Context: an optimization exercise on an open-source flow, tuned for small area and a short achievable clock period. The choices shown serve that exercise and are no tape-out recipe. The RTL was checked by simulation tests, not by an equivalence proof against the original design.

--- flow/standard.sh ---
#!/bin/bash
# synth_recipe.tcl (not shown) runs the flow's synth.tcl, then flattens the netlist and writes it again
# the make line also repeats each setting of config.mk as NAME=value (left out here)
make -C /OpenROAD-flow-scripts/flow DESIGN_CONFIG=/design/flow/config.mk WORK_HOME=/design/flow/orfs CLKGATE_MAP_FILE= SYNTH_SCRIPT=/design/flow/synth_recipe.tcl "${@:-finish}"
--- flow/design.v ---
`timescale 1ns/1ns
module datapath(
    input clk , rst , ldX , ldT , upd ,
    input signed [6:0] x1in , x2in ,
    input signed [1:0] tin ,
    output [1:0] tout ,
    output eq
);
    reg signed [6:0] x1 , x2 ;
    reg t1 ;
    reg [11:0] w1h , w2h ;
    reg [7:0] bhp ;
    wire ng = upd & tin[1] ;
    wire [11:0] w1n , w2n ;
    wire [7:0] bhn = bhp + {{6{ng}}, upd & ~tin[1], upd} ;
    wire [6:0] x1n = ldX ? x1in : x1 ;
    wire [6:0] x2n = ldX ? x2in : x2 ;
    always @(posedge clk, posedge rst) begin
        if (rst) begin
            x1 <= 0 ; x2 <= 0 ; t1 <= 0 ;
            w1h <= 0 ; w2h <= 0 ; bhp <= 8'd16 ;
        end else begin
            x1 <= x1n ; x2 <= x2n ;
            if (ldT) t1 <= tin[1] ;
            w1h <= w1n ; w2h <= w2n ; bhp <= bhn ;
        end
    end
    wire n1 = x1in[0] ^ tin[1];
    wire n2 = upd & n1;
    wire n3 = x1in[1] ^ tin[1];
    wire n4 = upd & n3;
    wire n5 = x1in[2] ^ tin[1];
    wire n6 = upd & n5;
    wire n7 = x1in[3] ^ tin[1];
    wire n8 = upd & n7;
    wire n9 = x1in[4] ^ tin[1];
    wire n10 = upd & n9;
    wire n11 = x1in[5] ^ tin[1];
    wire n12 = upd & n11;
    wire n13 = x1in[6] ^ tin[1];
    wire n14 = upd & n13;
    wire n15, n16;
    fa u_n15 (.a(w1h[0]), .b(n2), .c(ng), .s(n15), .co(n16));
    wire n17, n18;
    fa u_n17 (.a(w1h[1]), .b(n4), .c(n2), .s(n17), .co(n18));
    wire n19, n20;
    fa u_n19 (.a(w1h[2]), .b(n6), .c(n4), .s(n19), .co(n20));
    wire n21, n22;
    fa u_n21 (.a(w1h[3]), .b(n8), .c(n6), .s(n21), .co(n22));
    wire n23, n24;
    fa u_n23 (.a(w1h[4]), .b(n10), .c(n8), .s(n23), .co(n24));
    wire n25, n26;
    fa u_n25 (.a(w1h[5]), .b(n12), .c(n10), .s(n25), .co(n26));
    wire n27, n28;
    fa u_n27 (.a(w1h[6]), .b(n14), .c(n12), .s(n27), .co(n28));
    wire n29, n30;
    fa u_n29 (.a(w1h[7]), .b(n14), .c(n14), .s(n29), .co(n30));
    wire n31, n32;
    fa u_n31 (.a(w1h[8]), .b(n14), .c(n14), .s(n31), .co(n32));
    wire n33, n34;
    fa u_n33 (.a(w1h[9]), .b(n14), .c(n14), .s(n33), .co(n34));
    wire n35, n36;
    fa u_n35 (.a(w1h[10]), .b(n14), .c(n14), .s(n35), .co(n36));
    wire n37, n37_nc;
    fa u_n37 (.a(w1h[11]), .b(n14), .c(n14), .s(n37), .co(n37_nc));
    wire n38 = n15 & ng;
    wire n39 = n17 & n16;
    wire n40 = n19 & n18;
    wire n41 = n21 & n20;
    wire n42 = n23 & n22;
    wire n43 = n25 & n24;
    wire n44 = n27 & n26;
    wire n45 = n29 & n28;
    wire n46 = n31 & n30;
    wire n47 = n33 & n32;
    wire n48 = n35 & n34;
    wire n49 = n37 & n36;
    wire n50 = n15 ^ ng;
    wire n51 = n17 ^ n16;
    wire n52 = n19 ^ n18;
    wire n53 = n21 ^ n20;
    wire n54 = n23 ^ n22;
    wire n55 = n25 ^ n24;
    wire n56 = n27 ^ n26;
    wire n57 = n29 ^ n28;
    wire n58 = n31 ^ n30;
    wire n59 = n33 ^ n32;
    wire n60 = n35 ^ n34;
    wire n61 = n37 ^ n36;
    wire n62;
    ao21 u_n62 (.g(n38), .p(n50), .c(ng), .y(n62));
    wire n63;
    ao21 u_n63 (.g(n39), .p(n51), .c(n62), .y(n63));
    wire n64 = n51 & n50;
    wire n65;
    ao21 u_n65 (.g(n41), .p(n53), .c(n40), .y(n65));
    wire n66 = n53 & n52;
    wire n67;
    ao21 u_n67 (.g(n43), .p(n55), .c(n42), .y(n67));
    wire n68 = n55 & n54;
    wire n69;
    ao21 u_n69 (.g(n45), .p(n57), .c(n44), .y(n69));
    wire n70 = n57 & n56;
    wire n71;
    ao21 u_n71 (.g(n47), .p(n59), .c(n46), .y(n71));
    wire n72 = n59 & n58;
    wire n73;
    ao21 u_n73 (.g(n49), .p(n61), .c(n48), .y(n73));
    wire n74 = n61 & n60;
    wire n75;
    ao21 u_n75 (.g(n40), .p(n52), .c(n63), .y(n75));
    wire n76 = n52 & n64;
    wire n77;
    ao21 u_n77 (.g(n65), .p(n66), .c(n63), .y(n77));
    wire n78 = n66 & n64;
    wire n79;
    ao21 u_n79 (.g(n44), .p(n56), .c(n67), .y(n79));
    wire n80 = n56 & n68;
    wire n81;
    ao21 u_n81 (.g(n69), .p(n70), .c(n67), .y(n81));
    wire n82 = n70 & n68;
    wire n83;
    ao21 u_n83 (.g(n48), .p(n60), .c(n71), .y(n83));
    wire n84 = n60 & n72;
    wire n85;
    ao21 u_n85 (.g(n73), .p(n74), .c(n71), .y(n85));
    wire n86 = n74 & n72;
    wire n87;
    ao21 u_n87 (.g(n42), .p(n54), .c(n77), .y(n87));
    wire n88 = n54 & n78;
    wire n89;
    ao21 u_n89 (.g(n67), .p(n68), .c(n77), .y(n89));
    wire n90 = n68 & n78;
    wire n91;
    ao21 u_n91 (.g(n79), .p(n80), .c(n77), .y(n91));
    wire n92 = n80 & n78;
    wire n93;
    ao21 u_n93 (.g(n81), .p(n82), .c(n77), .y(n93));
    wire n94 = n82 & n78;
    wire n95;
    ao21 u_n95 (.g(n46), .p(n58), .c(n93), .y(n95));
    wire n96 = n58 & n94;
    wire n97;
    ao21 u_n97 (.g(n71), .p(n72), .c(n93), .y(n97));
    wire n98 = n72 & n94;
    wire n99;
    ao21 u_n99 (.g(n83), .p(n84), .c(n93), .y(n99));
    wire n100 = n84 & n94;
    wire n101;
    ao21 u_n101 (.g(n85), .p(n86), .c(n93), .y(n101));
    wire n102 = n86 & n94;
    wire n103 = n50 ^ ng;
    wire n104 = n51 ^ n62;
    wire n105 = n52 ^ n63;
    wire n106 = n53 ^ n75;
    wire n107 = n54 ^ n77;
    wire n108 = n55 ^ n87;
    wire n109 = n56 ^ n89;
    wire n110 = n57 ^ n91;
    wire n111 = n58 ^ n93;
    wire n112 = n59 ^ n95;
    wire n113 = n60 ^ n97;
    wire n114 = n61 ^ n99;
    wire n115 = x2in[0] ^ tin[1];
    wire n116 = upd & n115;
    wire n117 = x2in[1] ^ tin[1];
    wire n118 = upd & n117;
    wire n119 = x2in[2] ^ tin[1];
    wire n120 = upd & n119;
    wire n121 = x2in[3] ^ tin[1];
    wire n122 = upd & n121;
    wire n123 = x2in[4] ^ tin[1];
    wire n124 = upd & n123;
    wire n125 = x2in[5] ^ tin[1];
    wire n126 = upd & n125;
    wire n127 = x2in[6] ^ tin[1];
    wire n128 = upd & n127;
    wire n129, n130;
    fa u_n129 (.a(w2h[0]), .b(n116), .c(ng), .s(n129), .co(n130));
    wire n131, n132;
    fa u_n131 (.a(w2h[1]), .b(n118), .c(n116), .s(n131), .co(n132));
    wire n133, n134;
    fa u_n133 (.a(w2h[2]), .b(n120), .c(n118), .s(n133), .co(n134));
    wire n135, n136;
    fa u_n135 (.a(w2h[3]), .b(n122), .c(n120), .s(n135), .co(n136));
    wire n137, n138;
    fa u_n137 (.a(w2h[4]), .b(n124), .c(n122), .s(n137), .co(n138));
    wire n139, n140;
    fa u_n139 (.a(w2h[5]), .b(n126), .c(n124), .s(n139), .co(n140));
    wire n141, n142;
    fa u_n141 (.a(w2h[6]), .b(n128), .c(n126), .s(n141), .co(n142));
    wire n143, n144;
    fa u_n143 (.a(w2h[7]), .b(n128), .c(n128), .s(n143), .co(n144));
    wire n145, n146;
    fa u_n145 (.a(w2h[8]), .b(n128), .c(n128), .s(n145), .co(n146));
    wire n147, n148;
    fa u_n147 (.a(w2h[9]), .b(n128), .c(n128), .s(n147), .co(n148));
    wire n149, n150;
    fa u_n149 (.a(w2h[10]), .b(n128), .c(n128), .s(n149), .co(n150));
    wire n151, n151_nc;
    fa u_n151 (.a(w2h[11]), .b(n128), .c(n128), .s(n151), .co(n151_nc));
    wire n152 = n129 & ng;
    wire n153 = n131 & n130;
    wire n154 = n133 & n132;
    wire n155 = n135 & n134;
    wire n156 = n137 & n136;
    wire n157 = n139 & n138;
    wire n158 = n141 & n140;
    wire n159 = n143 & n142;
    wire n160 = n145 & n144;
    wire n161 = n147 & n146;
    wire n162 = n149 & n148;
    wire n163 = n151 & n150;
    wire n164 = n129 ^ ng;
    wire n165 = n131 ^ n130;
    wire n166 = n133 ^ n132;
    wire n167 = n135 ^ n134;
    wire n168 = n137 ^ n136;
    wire n169 = n139 ^ n138;
    wire n170 = n141 ^ n140;
    wire n171 = n143 ^ n142;
    wire n172 = n145 ^ n144;
    wire n173 = n147 ^ n146;
    wire n174 = n149 ^ n148;
    wire n175 = n151 ^ n150;
    wire n176;
    ao21 u_n176 (.g(n152), .p(n164), .c(ng), .y(n176));
    wire n177;
    ao21 u_n177 (.g(n153), .p(n165), .c(n176), .y(n177));
    wire n178 = n165 & n164;
    wire n179;
    ao21 u_n179 (.g(n155), .p(n167), .c(n154), .y(n179));
    wire n180 = n167 & n166;
    wire n181;
    ao21 u_n181 (.g(n157), .p(n169), .c(n156), .y(n181));
    wire n182 = n169 & n168;
    wire n183;
    ao21 u_n183 (.g(n159), .p(n171), .c(n158), .y(n183));
    wire n184 = n171 & n170;
    wire n185;
    ao21 u_n185 (.g(n161), .p(n173), .c(n160), .y(n185));
    wire n186 = n173 & n172;
    wire n187;
    ao21 u_n187 (.g(n163), .p(n175), .c(n162), .y(n187));
    wire n188 = n175 & n174;
    wire n189;
    ao21 u_n189 (.g(n154), .p(n166), .c(n177), .y(n189));
    wire n190 = n166 & n178;
    wire n191;
    ao21 u_n191 (.g(n179), .p(n180), .c(n177), .y(n191));
    wire n192 = n180 & n178;
    wire n193;
    ao21 u_n193 (.g(n158), .p(n170), .c(n181), .y(n193));
    wire n194 = n170 & n182;
    wire n195;
    ao21 u_n195 (.g(n183), .p(n184), .c(n181), .y(n195));
    wire n196 = n184 & n182;
    wire n197;
    ao21 u_n197 (.g(n162), .p(n174), .c(n185), .y(n197));
    wire n198 = n174 & n186;
    wire n199;
    ao21 u_n199 (.g(n187), .p(n188), .c(n185), .y(n199));
    wire n200 = n188 & n186;
    wire n201;
    ao21 u_n201 (.g(n156), .p(n168), .c(n191), .y(n201));
    wire n202 = n168 & n192;
    wire n203;
    ao21 u_n203 (.g(n181), .p(n182), .c(n191), .y(n203));
    wire n204 = n182 & n192;
    wire n205;
    ao21 u_n205 (.g(n193), .p(n194), .c(n191), .y(n205));
    wire n206 = n194 & n192;
    wire n207;
    ao21 u_n207 (.g(n195), .p(n196), .c(n191), .y(n207));
    wire n208 = n196 & n192;
    wire n209;
    ao21 u_n209 (.g(n160), .p(n172), .c(n207), .y(n209));
    wire n210 = n172 & n208;
    wire n211;
    ao21 u_n211 (.g(n185), .p(n186), .c(n207), .y(n211));
    wire n212 = n186 & n208;
    wire n213;
    ao21 u_n213 (.g(n197), .p(n198), .c(n207), .y(n213));
    wire n214 = n198 & n208;
    wire n215;
    ao21 u_n215 (.g(n199), .p(n200), .c(n207), .y(n215));
    wire n216 = n200 & n208;
    wire n217 = n164 ^ ng;
    wire n218 = n165 ^ n176;
    wire n219 = n166 ^ n177;
    wire n220 = n167 ^ n189;
    wire n221 = n168 ^ n191;
    wire n222 = n169 ^ n201;
    wire n223 = n170 ^ n203;
    wire n224 = n171 ^ n205;
    wire n225 = n172 ^ n207;
    wire n226 = n173 ^ n209;
    wire n227 = n174 ^ n211;
    wire n228 = n175 ^ n213;
    wire n229 = w1h[0] & w2h[0];
    wire n230 = w1h[1] & w2h[1];
    wire n231 = w1h[2] & w2h[2];
    wire n232 = w1h[3] & w2h[3];
    wire n233 = w1h[4] & w2h[4];
    wire n234 = w1h[5] & w2h[5];
    wire n235 = w1h[6] & w2h[6];
    wire n236 = w1h[7] & w2h[7];
    wire n237 = w1h[8] & w2h[8];
    wire n238 = w1h[9] & w2h[9];
    wire n239 = w1h[10] & w2h[10];
    wire n240 = w1h[11] & w2h[11];
    wire n241 = w1h[11] & w2h[11];
    wire n242 = w1h[0] ^ w2h[0];
    wire n243 = w1h[1] ^ w2h[1];
    wire n244 = w1h[2] ^ w2h[2];
    wire n245 = w1h[3] ^ w2h[3];
    wire n246 = w1h[4] ^ w2h[4];
    wire n247 = w1h[5] ^ w2h[5];
    wire n248 = w1h[6] ^ w2h[6];
    wire n249 = w1h[7] ^ w2h[7];
    wire n250 = w1h[8] ^ w2h[8];
    wire n251 = w1h[9] ^ w2h[9];
    wire n252 = w1h[10] ^ w2h[10];
    wire n253 = w1h[11] ^ w2h[11];
    wire n254 = w1h[11] ^ w2h[11];
    wire n255;
    ao21 u_n255 (.g(n230), .p(n243), .c(n229), .y(n255));
    wire n256 = n243 & n242;
    wire n257;
    ao21 u_n257 (.g(n232), .p(n245), .c(n231), .y(n257));
    wire n258 = n245 & n244;
    wire n259;
    ao21 u_n259 (.g(n234), .p(n247), .c(n233), .y(n259));
    wire n260 = n247 & n246;
    wire n261;
    ao21 u_n261 (.g(n236), .p(n249), .c(n235), .y(n261));
    wire n262 = n249 & n248;
    wire n263;
    ao21 u_n263 (.g(n238), .p(n251), .c(n237), .y(n263));
    wire n264 = n251 & n250;
    wire n265;
    ao21 u_n265 (.g(n240), .p(n253), .c(n239), .y(n265));
    wire n266 = n253 & n252;
    wire n267;
    ao21 u_n267 (.g(n231), .p(n244), .c(n255), .y(n267));
    wire n268 = n244 & n256;
    wire n269;
    ao21 u_n269 (.g(n257), .p(n258), .c(n255), .y(n269));
    wire n270 = n258 & n256;
    wire n271;
    ao21 u_n271 (.g(n235), .p(n248), .c(n259), .y(n271));
    wire n272 = n248 & n260;
    wire n273;
    ao21 u_n273 (.g(n261), .p(n262), .c(n259), .y(n273));
    wire n274 = n262 & n260;
    wire n275;
    ao21 u_n275 (.g(n239), .p(n252), .c(n263), .y(n275));
    wire n276 = n252 & n264;
    wire n277;
    ao21 u_n277 (.g(n265), .p(n266), .c(n263), .y(n277));
    wire n278 = n266 & n264;
    wire n279;
    ao21 u_n279 (.g(n233), .p(n246), .c(n269), .y(n279));
    wire n280 = n246 & n270;
    wire n281;
    ao21 u_n281 (.g(n259), .p(n260), .c(n269), .y(n281));
    wire n282 = n260 & n270;
    wire n283;
    ao21 u_n283 (.g(n271), .p(n272), .c(n269), .y(n283));
    wire n284 = n272 & n270;
    wire n285;
    ao21 u_n285 (.g(n273), .p(n274), .c(n269), .y(n285));
    wire n286 = n274 & n270;
    wire n287;
    ao21 u_n287 (.g(n241), .p(n254), .c(n277), .y(n287));
    wire n288 = n254 & n278;
    wire n289;
    ao21 u_n289 (.g(n237), .p(n250), .c(n285), .y(n289));
    wire n290 = n250 & n286;
    wire n291;
    ao21 u_n291 (.g(n263), .p(n264), .c(n285), .y(n291));
    wire n292 = n264 & n286;
    wire n293;
    ao21 u_n293 (.g(n275), .p(n276), .c(n285), .y(n293));
    wire n294 = n276 & n286;
    wire n295;
    ao21 u_n295 (.g(n277), .p(n278), .c(n285), .y(n295));
    wire n296 = n278 & n286;
    wire n297;
    ao21 u_n297 (.g(n287), .p(n288), .c(n285), .y(n297));
    wire n298 = n288 & n286;
    wire n299 = n243 ^ n229;
    wire n300 = n244 ^ n255;
    wire n301 = n245 ^ n267;
    wire n302 = n246 ^ n269;
    wire n303 = n247 ^ n279;
    wire n304 = n248 ^ n281;
    wire n305 = n249 ^ n283;
    wire n306 = n250 ^ n285;
    wire n307 = n251 ^ n289;
    wire n308 = n252 ^ n291;
    wire n309 = n253 ^ n293;
    wire n310 = n254 ^ n295;
    wire n311 = x1n[0] ? (x2n[0] ? n300 : w1h[2]) : (x2n[0] & w2h[2]);
    wire n312 = x1n[0] ? (x2n[0] ? n301 : w1h[3]) : (x2n[0] & w2h[3]);
    wire n313 = x1n[0] ? (x2n[0] ? n302 : w1h[4]) : (x2n[0] & w2h[4]);
    wire n314 = x1n[0] ? (x2n[0] ? n303 : w1h[5]) : (x2n[0] & w2h[5]);
    wire n315 = x1n[0] ? (x2n[0] ? n304 : w1h[6]) : (x2n[0] & w2h[6]);
    wire n316 = x1n[0] ? (x2n[0] ? n305 : w1h[7]) : (x2n[0] & w2h[7]);
    wire n317 = x1n[0] ? (x2n[0] ? n306 : w1h[8]) : (x2n[0] & w2h[8]);
    wire n318 = x1n[0] ? (x2n[0] ? n307 : w1h[9]) : (x2n[0] & w2h[9]);
    wire n319 = x1n[0] ? (x2n[0] ? n308 : w1h[10]) : (x2n[0] & w2h[10]);
    wire n320 = x1n[0] ? (x2n[0] ? n309 : w1h[11]) : (x2n[0] & w2h[11]);
    wire n321 = x1n[0] ? (x2n[0] ? n310 : w1h[11]) : (x2n[0] & w2h[11]);
    wire n322 = ~n321;
    wire n323 = x1n[1] ? (x2n[1] ? n299 : w1h[1]) : (x2n[1] & w2h[1]);
    wire n324 = x1n[1] ? (x2n[1] ? n300 : w1h[2]) : (x2n[1] & w2h[2]);
    wire n325 = x1n[1] ? (x2n[1] ? n301 : w1h[3]) : (x2n[1] & w2h[3]);
    wire n326 = x1n[1] ? (x2n[1] ? n302 : w1h[4]) : (x2n[1] & w2h[4]);
    wire n327 = x1n[1] ? (x2n[1] ? n303 : w1h[5]) : (x2n[1] & w2h[5]);
    wire n328 = x1n[1] ? (x2n[1] ? n304 : w1h[6]) : (x2n[1] & w2h[6]);
    wire n329 = x1n[1] ? (x2n[1] ? n305 : w1h[7]) : (x2n[1] & w2h[7]);
    wire n330 = x1n[1] ? (x2n[1] ? n306 : w1h[8]) : (x2n[1] & w2h[8]);
    wire n331 = x1n[1] ? (x2n[1] ? n307 : w1h[9]) : (x2n[1] & w2h[9]);
    wire n332 = x1n[1] ? (x2n[1] ? n308 : w1h[10]) : (x2n[1] & w2h[10]);
    wire n333 = x1n[1] ? (x2n[1] ? n309 : w1h[11]) : (x2n[1] & w2h[11]);
    wire n334 = x1n[1] ? (x2n[1] ? n310 : w1h[11]) : (x2n[1] & w2h[11]);
    wire n335 = ~n334;
    wire n336 = x1n[2] ? (x2n[2] ? n242 : w1h[0]) : (x2n[2] & w2h[0]);
    wire n337 = x1n[2] ? (x2n[2] ? n299 : w1h[1]) : (x2n[2] & w2h[1]);
    wire n338 = x1n[2] ? (x2n[2] ? n300 : w1h[2]) : (x2n[2] & w2h[2]);
    wire n339 = x1n[2] ? (x2n[2] ? n301 : w1h[3]) : (x2n[2] & w2h[3]);
    wire n340 = x1n[2] ? (x2n[2] ? n302 : w1h[4]) : (x2n[2] & w2h[4]);
    wire n341 = x1n[2] ? (x2n[2] ? n303 : w1h[5]) : (x2n[2] & w2h[5]);
    wire n342 = x1n[2] ? (x2n[2] ? n304 : w1h[6]) : (x2n[2] & w2h[6]);
    wire n343 = x1n[2] ? (x2n[2] ? n305 : w1h[7]) : (x2n[2] & w2h[7]);
    wire n344 = x1n[2] ? (x2n[2] ? n306 : w1h[8]) : (x2n[2] & w2h[8]);
    wire n345 = x1n[2] ? (x2n[2] ? n307 : w1h[9]) : (x2n[2] & w2h[9]);
    wire n346 = x1n[2] ? (x2n[2] ? n308 : w1h[10]) : (x2n[2] & w2h[10]);
    wire n347 = x1n[2] ? (x2n[2] ? n309 : w1h[11]) : (x2n[2] & w2h[11]);
    wire n348 = x1n[2] ? (x2n[2] ? n310 : w1h[11]) : (x2n[2] & w2h[11]);
    wire n349 = ~n348;
    wire n350 = x1n[3] ? (x2n[3] ? n242 : w1h[0]) : (x2n[3] & w2h[0]);
    wire n351 = x1n[3] ? (x2n[3] ? n299 : w1h[1]) : (x2n[3] & w2h[1]);
    wire n352 = x1n[3] ? (x2n[3] ? n300 : w1h[2]) : (x2n[3] & w2h[2]);
    wire n353 = x1n[3] ? (x2n[3] ? n301 : w1h[3]) : (x2n[3] & w2h[3]);
    wire n354 = x1n[3] ? (x2n[3] ? n302 : w1h[4]) : (x2n[3] & w2h[4]);
    wire n355 = x1n[3] ? (x2n[3] ? n303 : w1h[5]) : (x2n[3] & w2h[5]);
    wire n356 = x1n[3] ? (x2n[3] ? n304 : w1h[6]) : (x2n[3] & w2h[6]);
    wire n357 = x1n[3] ? (x2n[3] ? n305 : w1h[7]) : (x2n[3] & w2h[7]);
    wire n358 = x1n[3] ? (x2n[3] ? n306 : w1h[8]) : (x2n[3] & w2h[8]);
    wire n359 = x1n[3] ? (x2n[3] ? n307 : w1h[9]) : (x2n[3] & w2h[9]);
    wire n360 = x1n[3] ? (x2n[3] ? n308 : w1h[10]) : (x2n[3] & w2h[10]);
    wire n361 = x1n[3] ? (x2n[3] ? n309 : w1h[11]) : (x2n[3] & w2h[11]);
    wire n362 = x1n[3] ? (x2n[3] ? n310 : w1h[11]) : (x2n[3] & w2h[11]);
    wire n363 = ~n362;
    wire n364 = x1n[4] ? (x2n[4] ? n242 : w1h[0]) : (x2n[4] & w2h[0]);
    wire n365 = x1n[4] ? (x2n[4] ? n299 : w1h[1]) : (x2n[4] & w2h[1]);
    wire n366 = x1n[4] ? (x2n[4] ? n300 : w1h[2]) : (x2n[4] & w2h[2]);
    wire n367 = x1n[4] ? (x2n[4] ? n301 : w1h[3]) : (x2n[4] & w2h[3]);
    wire n368 = x1n[4] ? (x2n[4] ? n302 : w1h[4]) : (x2n[4] & w2h[4]);
    wire n369 = x1n[4] ? (x2n[4] ? n303 : w1h[5]) : (x2n[4] & w2h[5]);
    wire n370 = x1n[4] ? (x2n[4] ? n304 : w1h[6]) : (x2n[4] & w2h[6]);
    wire n371 = x1n[4] ? (x2n[4] ? n305 : w1h[7]) : (x2n[4] & w2h[7]);
    wire n372 = x1n[4] ? (x2n[4] ? n306 : w1h[8]) : (x2n[4] & w2h[8]);
    wire n373 = x1n[4] ? (x2n[4] ? n307 : w1h[9]) : (x2n[4] & w2h[9]);
    wire n374 = x1n[4] ? (x2n[4] ? n308 : w1h[10]) : (x2n[4] & w2h[10]);
    wire n375 = x1n[4] ? (x2n[4] ? n309 : w1h[11]) : (x2n[4] & w2h[11]);
    wire n376 = x1n[5] ? (x2n[5] ? n242 : w1h[0]) : (x2n[5] & w2h[0]);
    wire n377 = x1n[5] ? (x2n[5] ? n299 : w1h[1]) : (x2n[5] & w2h[1]);
    wire n378 = x1n[5] ? (x2n[5] ? n300 : w1h[2]) : (x2n[5] & w2h[2]);
    wire n379 = x1n[5] ? (x2n[5] ? n301 : w1h[3]) : (x2n[5] & w2h[3]);
    wire n380 = x1n[5] ? (x2n[5] ? n302 : w1h[4]) : (x2n[5] & w2h[4]);
    wire n381 = x1n[5] ? (x2n[5] ? n303 : w1h[5]) : (x2n[5] & w2h[5]);
    wire n382 = x1n[5] ? (x2n[5] ? n304 : w1h[6]) : (x2n[5] & w2h[6]);
    wire n383 = x1n[5] ? (x2n[5] ? n305 : w1h[7]) : (x2n[5] & w2h[7]);
    wire n384 = x1n[5] ? (x2n[5] ? n306 : w1h[8]) : (x2n[5] & w2h[8]);
    wire n385 = x1n[5] ? (x2n[5] ? n307 : w1h[9]) : (x2n[5] & w2h[9]);
    wire n386 = x1n[5] ? (x2n[5] ? n308 : w1h[10]) : (x2n[5] & w2h[10]);
    wire n387 = x1n[6] ? (x2n[6] ? n242 : w1h[0]) : (x2n[6] & w2h[0]);
    wire n388 = ~n387;
    wire n389 = x1n[6] ? (x2n[6] ? n299 : w1h[1]) : (x2n[6] & w2h[1]);
    wire n390 = ~n389;
    wire n391 = x1n[6] ? (x2n[6] ? n300 : w1h[2]) : (x2n[6] & w2h[2]);
    wire n392 = ~n391;
    wire n393 = x1n[6] ? (x2n[6] ? n301 : w1h[3]) : (x2n[6] & w2h[3]);
    wire n394 = ~n393;
    wire n395 = x1n[6] ? (x2n[6] ? n302 : w1h[4]) : (x2n[6] & w2h[4]);
    wire n396 = ~n395;
    wire n397 = x1n[6] ? (x2n[6] ? n303 : w1h[5]) : (x2n[6] & w2h[5]);
    wire n398 = ~n397;
    wire n399 = x1n[6] ? (x2n[6] ? n304 : w1h[6]) : (x2n[6] & w2h[6]);
    wire n400 = ~n399;
    wire n401 = x1n[6] ? (x2n[6] ? n305 : w1h[7]) : (x2n[6] & w2h[7]);
    wire n402 = ~n401;
    wire n403 = x1n[6] ? (x2n[6] ? n306 : w1h[8]) : (x2n[6] & w2h[8]);
    wire n404 = ~n403;
    wire n405 = x1n[6] ? (x2n[6] ? n307 : w1h[9]) : (x2n[6] & w2h[9]);
    wire n406 = ~n405;
    wire n407 = x1n[0] & w1h[0];
    wire n408 = x2n[0] & w2h[0];
    wire n409 = x1n[1] & w1h[0];
    wire n410 = x1n[0] & w1h[1];
    wire n411 = x2n[1] & w2h[0];
    wire n412 = x2n[0] & w2h[1];
    wire n413 = n409 & n410;
    wire n414 = n411 & n412;
    wire n415 = n409 & n411;
    wire n416 = ~n415;
    wire n417 = n410 & n412;
    wire n418 = ~n417;
    wire n419 = n410 ^ n412;
    wire n420 = n407 & n408 & n419;
    wire n421 = ~n420;
    wire n422 = 1'b1;
    wire n423 = 1'b1;
    wire n424 = 1'b1;
    wire n425, n426;
    fa u_n425 (.a(n422), .b(n311), .c(n323), .s(n425), .co(n426));
    wire n427, n428;
    fa u_n427 (.a(n336), .b(n413), .c(n414), .s(n427), .co(n428));
    wire n429, n430;
    fa u_n429 (.a(n416), .b(n418), .c(n421), .s(n429), .co(n430));
    wire n431, n432;
    fa u_n431 (.a(n425), .b(n427), .c(n429), .s(n431), .co(n432));
    wire n433, n434;
    fa u_n433 (.a(n312), .b(n324), .c(n337), .s(n433), .co(n434));
    wire n435, n436;
    fa u_n435 (.a(n350), .b(n426), .c(n428), .s(n435), .co(n436));
    wire n437, n438;
    fa u_n437 (.a(n430), .b(n433), .c(n435), .s(n437), .co(n438));
    wire n439, n440;
    fa u_n439 (.a(n423), .b(n313), .c(n325), .s(n439), .co(n440));
    wire n441, n442;
    fa u_n441 (.a(n338), .b(n351), .c(n364), .s(n441), .co(n442));
    wire n443, n444;
    fa u_n443 (.a(n434), .b(n439), .c(n441), .s(n443), .co(n444));
    wire n445, n446;
    fa u_n445 (.a(n436), .b(n443), .c(n438), .s(n445), .co(n446));
    wire n447, n448;
    fa u_n447 (.a(n424), .b(n314), .c(n326), .s(n447), .co(n448));
    wire n449, n450;
    fa u_n449 (.a(n339), .b(n352), .c(n365), .s(n449), .co(n450));
    wire n451, n452;
    fa u_n451 (.a(n376), .b(n440), .c(n442), .s(n451), .co(n452));
    wire n453, n454;
    fa u_n453 (.a(n447), .b(n449), .c(n451), .s(n453), .co(n454));
    wire n455, n456;
    fa u_n455 (.a(n444), .b(n453), .c(n446), .s(n455), .co(n456));
    wire n457, n458;
    fa u_n457 (.a(n315), .b(n327), .c(n340), .s(n457), .co(n458));
    wire n459, n460;
    fa u_n459 (.a(n353), .b(n366), .c(n377), .s(n459), .co(n460));
    wire n461, n462;
    fa u_n461 (.a(n388), .b(n448), .c(n450), .s(n461), .co(n462));
    wire n463, n464;
    fa u_n463 (.a(n457), .b(n459), .c(n452), .s(n463), .co(n464));
    wire n465, n466;
    fa u_n465 (.a(n461), .b(n454), .c(n463), .s(n465), .co(n466));
    wire n467, n468;
    fa u_n467 (.a(n316), .b(n328), .c(n341), .s(n467), .co(n468));
    wire n469, n470;
    fa u_n469 (.a(n354), .b(n367), .c(n378), .s(n469), .co(n470));
    wire n471, n472;
    fa u_n471 (.a(n390), .b(n458), .c(n460), .s(n471), .co(n472));
    wire n473, n474;
    fa u_n473 (.a(n467), .b(n469), .c(n462), .s(n473), .co(n474));
    wire n475, n476;
    fa u_n475 (.a(n471), .b(n464), .c(n473), .s(n475), .co(n476));
    wire n477, n478;
    fa u_n477 (.a(bhp[0]), .b(n317), .c(n329), .s(n477), .co(n478));
    wire n479, n480;
    fa u_n479 (.a(n342), .b(n355), .c(n368), .s(n479), .co(n480));
    wire n481, n482;
    fa u_n481 (.a(n379), .b(n392), .c(n468), .s(n481), .co(n482));
    wire n483, n484;
    fa u_n483 (.a(n470), .b(n477), .c(n479), .s(n483), .co(n484));
    wire n485, n486;
    fa u_n485 (.a(n472), .b(n481), .c(n483), .s(n485), .co(n486));
    wire n487, n488;
    fa u_n487 (.a(n474), .b(n485), .c(n476), .s(n487), .co(n488));
    wire n489, n490;
    fa u_n489 (.a(bhp[1]), .b(n318), .c(n330), .s(n489), .co(n490));
    wire n491, n492;
    fa u_n491 (.a(n343), .b(n356), .c(n369), .s(n491), .co(n492));
    wire n493, n494;
    fa u_n493 (.a(n380), .b(n394), .c(n478), .s(n493), .co(n494));
    wire n495, n496;
    fa u_n495 (.a(n480), .b(n489), .c(n491), .s(n495), .co(n496));
    wire n497, n498;
    fa u_n497 (.a(n482), .b(n493), .c(n484), .s(n497), .co(n498));
    wire n499, n500;
    fa u_n499 (.a(n495), .b(n486), .c(n497), .s(n499), .co(n500));
    wire n501, n502;
    fa u_n501 (.a(bhp[2]), .b(n319), .c(n331), .s(n501), .co(n502));
    wire n503, n504;
    fa u_n503 (.a(n344), .b(n357), .c(n370), .s(n503), .co(n504));
    wire n505, n506;
    fa u_n505 (.a(n381), .b(n396), .c(n490), .s(n505), .co(n506));
    wire n507, n508;
    fa u_n507 (.a(n492), .b(n501), .c(n503), .s(n507), .co(n508));
    wire n509, n510;
    fa u_n509 (.a(n494), .b(n505), .c(n496), .s(n509), .co(n510));
    wire n511, n512;
    fa u_n511 (.a(n507), .b(n498), .c(n509), .s(n511), .co(n512));
    wire n513, n514;
    fa u_n513 (.a(bhp[3]), .b(n320), .c(n332), .s(n513), .co(n514));
    wire n515, n516;
    fa u_n515 (.a(n345), .b(n358), .c(n371), .s(n515), .co(n516));
    wire n517, n518;
    fa u_n517 (.a(n382), .b(n398), .c(n502), .s(n517), .co(n518));
    wire n519, n520;
    fa u_n519 (.a(n504), .b(n513), .c(n515), .s(n519), .co(n520));
    wire n521, n522;
    fa u_n521 (.a(n506), .b(n517), .c(n508), .s(n521), .co(n522));
    wire n523, n524;
    fa u_n523 (.a(n519), .b(n510), .c(n521), .s(n523), .co(n524));
    wire n525, n526;
    fa u_n525 (.a(bhp[4]), .b(n322), .c(n333), .s(n525), .co(n526));
    wire n527, n528;
    fa u_n527 (.a(n346), .b(n359), .c(n372), .s(n527), .co(n528));
    wire n529, n530;
    fa u_n529 (.a(n383), .b(n400), .c(n514), .s(n529), .co(n530));
    wire n531, n532;
    fa u_n531 (.a(n516), .b(n525), .c(n527), .s(n531), .co(n532));
    wire n533, n534;
    fa u_n533 (.a(n518), .b(n529), .c(n520), .s(n533), .co(n534));
    wire n535, n536;
    fa u_n535 (.a(n531), .b(n522), .c(n533), .s(n535), .co(n536));
    wire n537, n538;
    fa u_n537 (.a(bhp[5]), .b(n335), .c(n347), .s(n537), .co(n538));
    wire n539, n540;
    fa u_n539 (.a(n360), .b(n373), .c(n384), .s(n539), .co(n540));
    wire n541, n542;
    fa u_n541 (.a(n402), .b(n526), .c(n528), .s(n541), .co(n542));
    wire n543, n544;
    fa u_n543 (.a(n537), .b(n539), .c(n530), .s(n543), .co(n544));
    wire n545, n546;
    fa u_n545 (.a(n541), .b(n532), .c(n534), .s(n545), .co(n546));
    wire n547, n548;
    fa u_n547 (.a(n543), .b(n536), .c(n545), .s(n547), .co(n548));
    wire n549, n550;
    fa u_n549 (.a(bhp[6]), .b(n349), .c(n361), .s(n549), .co(n550));
    wire n551, n552;
    fa u_n551 (.a(n374), .b(n385), .c(n404), .s(n551), .co(n552));
    wire n553, n554;
    fa u_n553 (.a(n538), .b(n540), .c(n549), .s(n553), .co(n554));
    wire n555, n556;
    fa u_n555 (.a(n551), .b(n542), .c(n553), .s(n555), .co(n556));
    wire n557, n558;
    fa u_n557 (.a(n544), .b(n555), .c(n546), .s(n557), .co(n558));
    wire n559, n559_nc;
    fa u_n559 (.a(bhp[7]), .b(n363), .c(n375), .s(n559), .co(n559_nc));
    wire n560, n560_nc;
    fa u_n560 (.a(n386), .b(n406), .c(n550), .s(n560), .co(n560_nc));
    wire n561, n561_nc;
    fa u_n561 (.a(n552), .b(n559), .c(n560), .s(n561), .co(n561_nc));
    wire n562, n562_nc;
    fa u_n562 (.a(n554), .b(n556), .c(n561), .s(n562), .co(n562_nc));
    assign w1n = {n114, n113, n112, n111, n110, n109, n108, n107, n106, n105, n104, n103} ;
    assign w2n = {n228, n227, n226, n225, n224, n223, n222, n221, n220, n219, n218, n217} ;
    reg [22:0] cs ;
    always @(posedge clk, posedge rst) begin
        if (rst) cs <= 23'b11101101010101010101011 ;
        else cs <= {n547, n487, n455, n431, n445, n562, n558, n557, n548, n535, n524, n523, n512, n511, n500, n499, n488, n475, n466, n465, n456, n437, n432} ;
    end
    wire n563 = cs[0] & cs[1];
    wire n564 = cs[0] ^ cs[1];
    wire n565 = cs[2] & cs[3];
    wire n566 = cs[2] ^ cs[3];
    wire n567 = cs[4] & cs[5];
    wire n568 = cs[4] ^ cs[5];
    wire n569 = cs[6] & cs[7];
    wire n570 = cs[6] ^ cs[7];
    wire n571 = cs[8] & cs[9];
    wire n572 = cs[8] ^ cs[9];
    wire n573 = cs[10] & cs[11];
    wire n574 = cs[10] ^ cs[11];
    wire n575 = cs[12] & cs[13];
    wire n576 = cs[12] ^ cs[13];
    wire n577 = cs[14] & cs[15];
    wire n578 = cs[14] ^ cs[15];
    wire n579 = cs[16] & cs[17];
    wire n580 = cs[16] ^ cs[17];
    wire n581 = cs[18] & n563;
    wire n582 = cs[18] & n564;
    wire n583 = n582 & cs[19];
    wire n584;
    ao21 u_n584 (.g(n567), .p(n568), .c(n565), .y(n584));
    wire n585 = n568 & n566;
    wire n586 = n585 & cs[20];
    wire n587;
    ao21 u_n587 (.g(n584), .p(n586), .c(n581), .y(n587));
    wire n588 = n586 & n583;
    wire n589;
    ao21 u_n589 (.g(n571), .p(n572), .c(n569), .y(n589));
    wire n590 = n572 & n570;
    wire n591 = n590 & cs[21];
    wire n592;
    ao21 u_n592 (.g(n575), .p(n576), .c(n573), .y(n592));
    wire n593 = n576 & n574;
    wire n594 = n578 & cs[22];
    wire n595;
    ao21 u_n595 (.g(n577), .p(n594), .c(n592), .y(n595));
    wire n596 = n594 & n593;
    wire n597;
    ao21 u_n597 (.g(n595), .p(n596), .c(n589), .y(n597));
    wire n598 = n596 & n591;
    wire n599;
    ao21 u_n599 (.g(n597), .p(n598), .c(n587), .y(n599));
    wire n600 = n598 & n588;
    wire n601, n601_nc;
    fa u_n601 (.a(cs[16]), .b(cs[17]), .c(n599), .s(n601), .co(n601_nc));
    assign eq = ~(n601 ^ t1) ;
    assign tout = { n601 , 1'b1 } ;
endmodule
module ao21(input g, p, c, output y);
    assign y = g | p & c ;
endmodule
module fa(input a, b, c, output s, co);
    assign s = a ^ b ^ c ;
    assign co = a & b | a & c | b & c ;
endmodule
`timescale 1ns/1ns
module controller(
    input clk , rst , eq , start , EOF , EOI ,
    output ldX , ldT , upd , updating ,
    output reg learned
);
    reg [2:0] ps, ns;
    localparam [2:0] idle = 0, starting = 1, toLearn = 2, getX = 3, update = 4, test = 5;
    always @(*) begin
        case (ps)
            idle     : ns = start ? starting : idle;
            starting : ns = learned ? test : toLearn;
            toLearn  : ns = getX;
            getX     : ns = EOF ? starting : (eq ? getX : update);
            update   : ns = getX;
            test     : ns = EOI ? idle : test;
            default  : ns = idle;
        endcase
    end
    assign ldX = (ps == getX) | (ps == test);
    assign ldT = (ps == getX);
    assign upd = (ps == getX) & ~EOF & ~eq;
    assign updating = (ps == getX) & ~eq;
    always @(posedge clk, posedge rst) begin
        if (rst) learned <= 1'b0;
        else if (ns == toLearn) learned <= 1'b1;
        else if (ns == update) learned <= 1'b0;
    end
    always @(posedge clk, posedge rst) begin
        if (rst) ps <= idle;
        else ps <= ns;
    end
endmodule
`timescale 1ns/1ns
module neuron(
    input clk , rst , start , EOI , EOF ,
    input signed [6:0] x1 , x2 ,
    input signed [1:0] tin ,
    output learned , updating ,
    output signed [1:0] tout
);
    wire ldX, ldT, upd, eq;
    datapath dp(
        .clk(clk), .rst(rst), .ldX(ldX), .ldT(ldT), .upd(upd),
        .x1in(x1), .x2in(x2), .tin(tin), .tout(tout), .eq(eq)
    );
    controller ct(
        .clk(clk), .rst(rst), .eq(eq), .start(start), .EOF(EOF), .EOI(EOI),
        .ldX(ldX), .ldT(ldT), .upd(upd), .updating(updating), .learned(learned)
    );
endmodule
--- flow/constraint.sdc ---
create_clock -name core_clock -period 9.5 [get_ports {clk}]
set_input_delay 1.9000 -clock core_clock [delete_from_list [all_inputs] [get_ports {clk}]]
set_output_delay 1.9000 -clock core_clock [all_outputs]
set_load 0.01 [all_outputs]
--- flow/config.mk ---
export PLATFORM = sky130hd
export DESIGN_NAME = neuron
export DESIGN_NICKNAME = neuron
export VERILOG_FILES = /design/flow/design.v
export SDC_FILE = /design/flow/constraint.sdc
export NUM_CORES = 4
export LEC_CHECK = 0
export CAP_MARGIN = 20
export CORE_MARGIN = 2
export CORE_UTILIZATION = 40
export SETUP_SLACK_MARGIN = 4.5
export SLEW_MARGIN = 20
export SYNTH_HIERARCHICAL = 1
export TNS_END_PERCENT = 5
--- flow/flow/run.sh ---
#!/bin/bash
# The standard layout (the standard.sh: standard synthesis, ORFS floorplan to finish),
# with one change: the buffers ORFS puts on the input and output ports are buf_4 cells
# instead of the delay-buffer cell that buffer_ports picks by default.
set -euo pipefail
export BUFFER_PORTS_ARGS="-buffer_cell sky130_fd_sc_hd__buf_4"
bash standard.sh finish > standard_flow.log 2>&1
==> results.yml <==
critical_path:
  crit_arrival_ns: 5.28
  critical_path_buf_inv_count: 3
  end_kind: "register"
  cp_data_required_time_ns: 9.78
  cpMostUsedCell: "fa_1"
  cp_max_fo: 8
  critPathKind: "input pin to register"
  crit_chain: "buf_4 -> mux2i_2 -> buf_6 -> clkinv_2 -> nand2_1 -> o21ai_0 -> o21ai_0 -> fa_1 -> fa_1 -> fa_1 -> fa_1 -> fa_1"
  cpLargestDelayFamily: "adder cells"
  cpMaxStageDelayCell: "fa_1"
  critical_path.max_stage_delay_ns: 0.52
  startpoint_type: "input pin"
sta:
  rsz0062_at_grt: "true"
  slew_viol_final: 0
  timing.final.crit_share_pct: 52.7
  slew_headroom_pct: 39.4
  fmax_mhz: 200
  fin_crit_ns: 5.01
  finalClockSkew_ns: 0.00993
  finalSetupViolCount: 0
  fin_tns_setup_ns: 0
  tightest_slew_ns: 0.909
  hold_violations: 0
  fin_ws_ns: 4.49
cells_and_area:
  register_area_sq_mm: 0.00185
  area_growth_pct: 14.7
  n_antenna_cell: 0
  final_nets: 1026
  drive_above_1_share_pct: 17.5
  final_cell_mix: "fa_1 (96), nand2_1 (80), nor2_1 (72)"
  multi_input_area_sq_mm: 0.00597
  final_common_cell: "fa_1"
  final_cells: 1134
  fillers: 1833
clock_tree:
  cts_buffer_depth: 2
  cts_tree: "built"
  htree_num_levels: 3
  hold_buffers: 0
  cts.sinks: 73
  root_buffer: "clkbuf_16"
  clk_pin_slew_ns: 0.06
  worst_skew_pair.late_latency_ns: 0.34
  cts_made_buffers: 9
run:
  cap_violations: 0
yosys:
  synth_area_per_cell_sq_um: 9.72
  syn_area_sq_mm: 0.00792
  yosys.area.top_type: "fa_1"
  yosysWarnings: 8
  synthTopCellsByArea: "fa_1 (25%), dfrtp_1 (18%), ha_1 (7.0%)"
  synth_seq_area_share_pct: 23.3
  ys.flop_type: "dfrtp_1"
  synthCells: 814
  ys_types: 48
  synth-seq-cells: 73
  synth_edf_count: 0
  synth_top_area_share_pct: 24.5
  async_flop_share_pct: 100
drt:
  dr.first_iter.drc_count: 421
  vias_per_cell: 5.38
  drt_first_pass_iters: 8
  avgRoutedWirePerCell_microns: 18.4
  via_count: 6102
  drt-total-wl_microns: 20900
  drc_errors: 0
  detail-route-antenna-nets: 0
placed_design:
  dp_cells: 1078
  dp_hpwl_microns: 15100
  io_buffers: 22
  place_ws_ns: 3.30
  finalWeightedCongestion: 0.912
die:
  die_h_microns: 145
  fp.dieW_microns: 145
  initial_core_util_pct: 40.7
  coreArea_sq_mm: 0.0195
  dieArea_sq_mm: 0.0209
  io_pins: 25
  rows: 51
grt:
  grt_max_degree: 70
  track_usage_pct: 21.7
  grt-ovfl-total: 0
  grt_pass1_vias: 6122
  grt_pass1_wl_microns: 34300
  antenna_found_initial: 0
run_status:
  status: "no timing/DRC/antenna violations"
hold_path:
  hold_class: "register to register"
## logic make-up (layout without fill, tap and decap cells)
kind of cell	Yosys count	count (layout)	share of synthesized area, %
compound gates	231	231	17.3
simple gates	222	223	12.9
fa+ha+maj	141	141	31.5
flops	73	73	23.3
xor+xnor	61	61	6.75
buf+inv	59	109	4.09
mux	26	27	4.05
other cells	1	4	0.0474
## final cells by class
type | count | share of cell area [%]
Clock inverter | 3 | 0.441
Multi-Input combinational cell | 687 | 65.7
Inverter | 22 | 1.01
Clock buffer | 13 | 2.76
Tap cell | 265 | 3.65
Timing Repair Buffer | 71 | 6.06
Sequential cell | 73 | 20.4
## per-stage QoR
step	utilization [%]	cell area, sq um	hold slack, ns
2_1_floorplan	-	7930	0.480
3_3_place_gp	42.5	8270	0.503
6_report	46.7	9080	0.510
3_5_place_dp	42.5	8270	0.507
4_1_cts	45.4	8840	0.516
5_1_grt	46.7	9080	0.533
## per-module statistics from Yosys, one instance, submodules excluded, a selection
module | area (sq um) | copies in the design | flip-flops and latches
controller | 263 | 1 | 4
datapath | 5260 | 1 | 69
ao21 | 7.51 | 63 | 0
fa | 20.0 | 96 | 0
## sequential cells by signal, indices dropped and copies added, names as in the netlist
signal / count
ct.learned: 1
ct.ps: 3
dp.bhp: 8
dp.cs: 22
dp.t1: 1
dp.w1h: 12
dp.w2h: 12
dp.x1: 7
dp.x2: 7
## what timing repair did
action / in CTS / in global routing
setup buffers: 17 / 18
gates resized for setup: 27 / 22
endpoints found under the setup margin: 38 / 15
pin swaps: 18 / 22
gates cloned: 3 / 2
## path summary, 6_finish.rpt
| path | startpoint | endpoint | slack (ns) | cells after the start |
|---|---|---|---|---|
| setup / recovery | x1[1] | dp.cs[22] | 4.49 | 12 |
| hold / removal | dp.bhp[7] | dp.bhp[7] | 0.51 | 1 |
| setup reg to reg | dp.cs[15] | dp.w2h[11] | 4.62 | 21 |
| hold reg to reg | dp.bhp[7] | dp.bhp[7] | 0.51 | 1 |
| max in group asynchronous | rst | dp.w2h[3] | 7.01 | 3 |
| min in group asynchronous | rst | ct.learned | 1.47 | 2 |
## synth_stat cells, drive strengths merged (2+ instances only)
library cell / number
a211oi: 9
a21o: 63
a21oi: 64
and2: 36
and3: 12
and4: 2
buf: 25
clkbuf: 12
dfrtp: 58
dfstp: 15
fa: 97
ha: 44
inv: 21
mux2: 2
mux2i: 24
nand2: 81
nand4: 3
nor2: 77
nor2b: 4
nor3: 3
o21a: 5
o21ai: 84
xnor2: 23
xor2: 38
## layer usage
| layer | GRT usage, % | vias up | wire, microns |
|---|---|---|---|
| met5 | 0 | - | 0 |
| met4 | 9.25 | 0 | 1030 |
| met3 | 3.75 | 57 | 1430 |
| met2 | 33.0 | 215 | 9220 |
| met1 | 30.7 | 2972 | 9240 |
| li1 | - | 2858 | - |

-- re-timing with driven ports --
No port has a modelled driver above. Below, the same layout with a new extraction and two added sets of constraints.
Step 1 sets driving cells, clkbuf_16 on the clock port and buf_2 on the other inputs (assumed; they add their load-dependent delay and slew).
Step 2 adds t to the input delays and takes it off the output delays; t is the mean of the earliest and latest rising clock arrival at the registers after step 1. Input paths then give back, and output paths get back, about the clock's delay inside the block.
a / b / c = ideal / step 1 / step 2; a / b = the first two.
shift t [ns]: 0.385
slack for setup (ns): 4.493 / 4.512 / 4.127
worst register clock-pin slew, ns: 0.06 / 0.06
After both steps setup and hold are still met in this run. For this run, drivers alone change the setup slack by +0.019 ns; drivers and shift together by -0.366 ns.
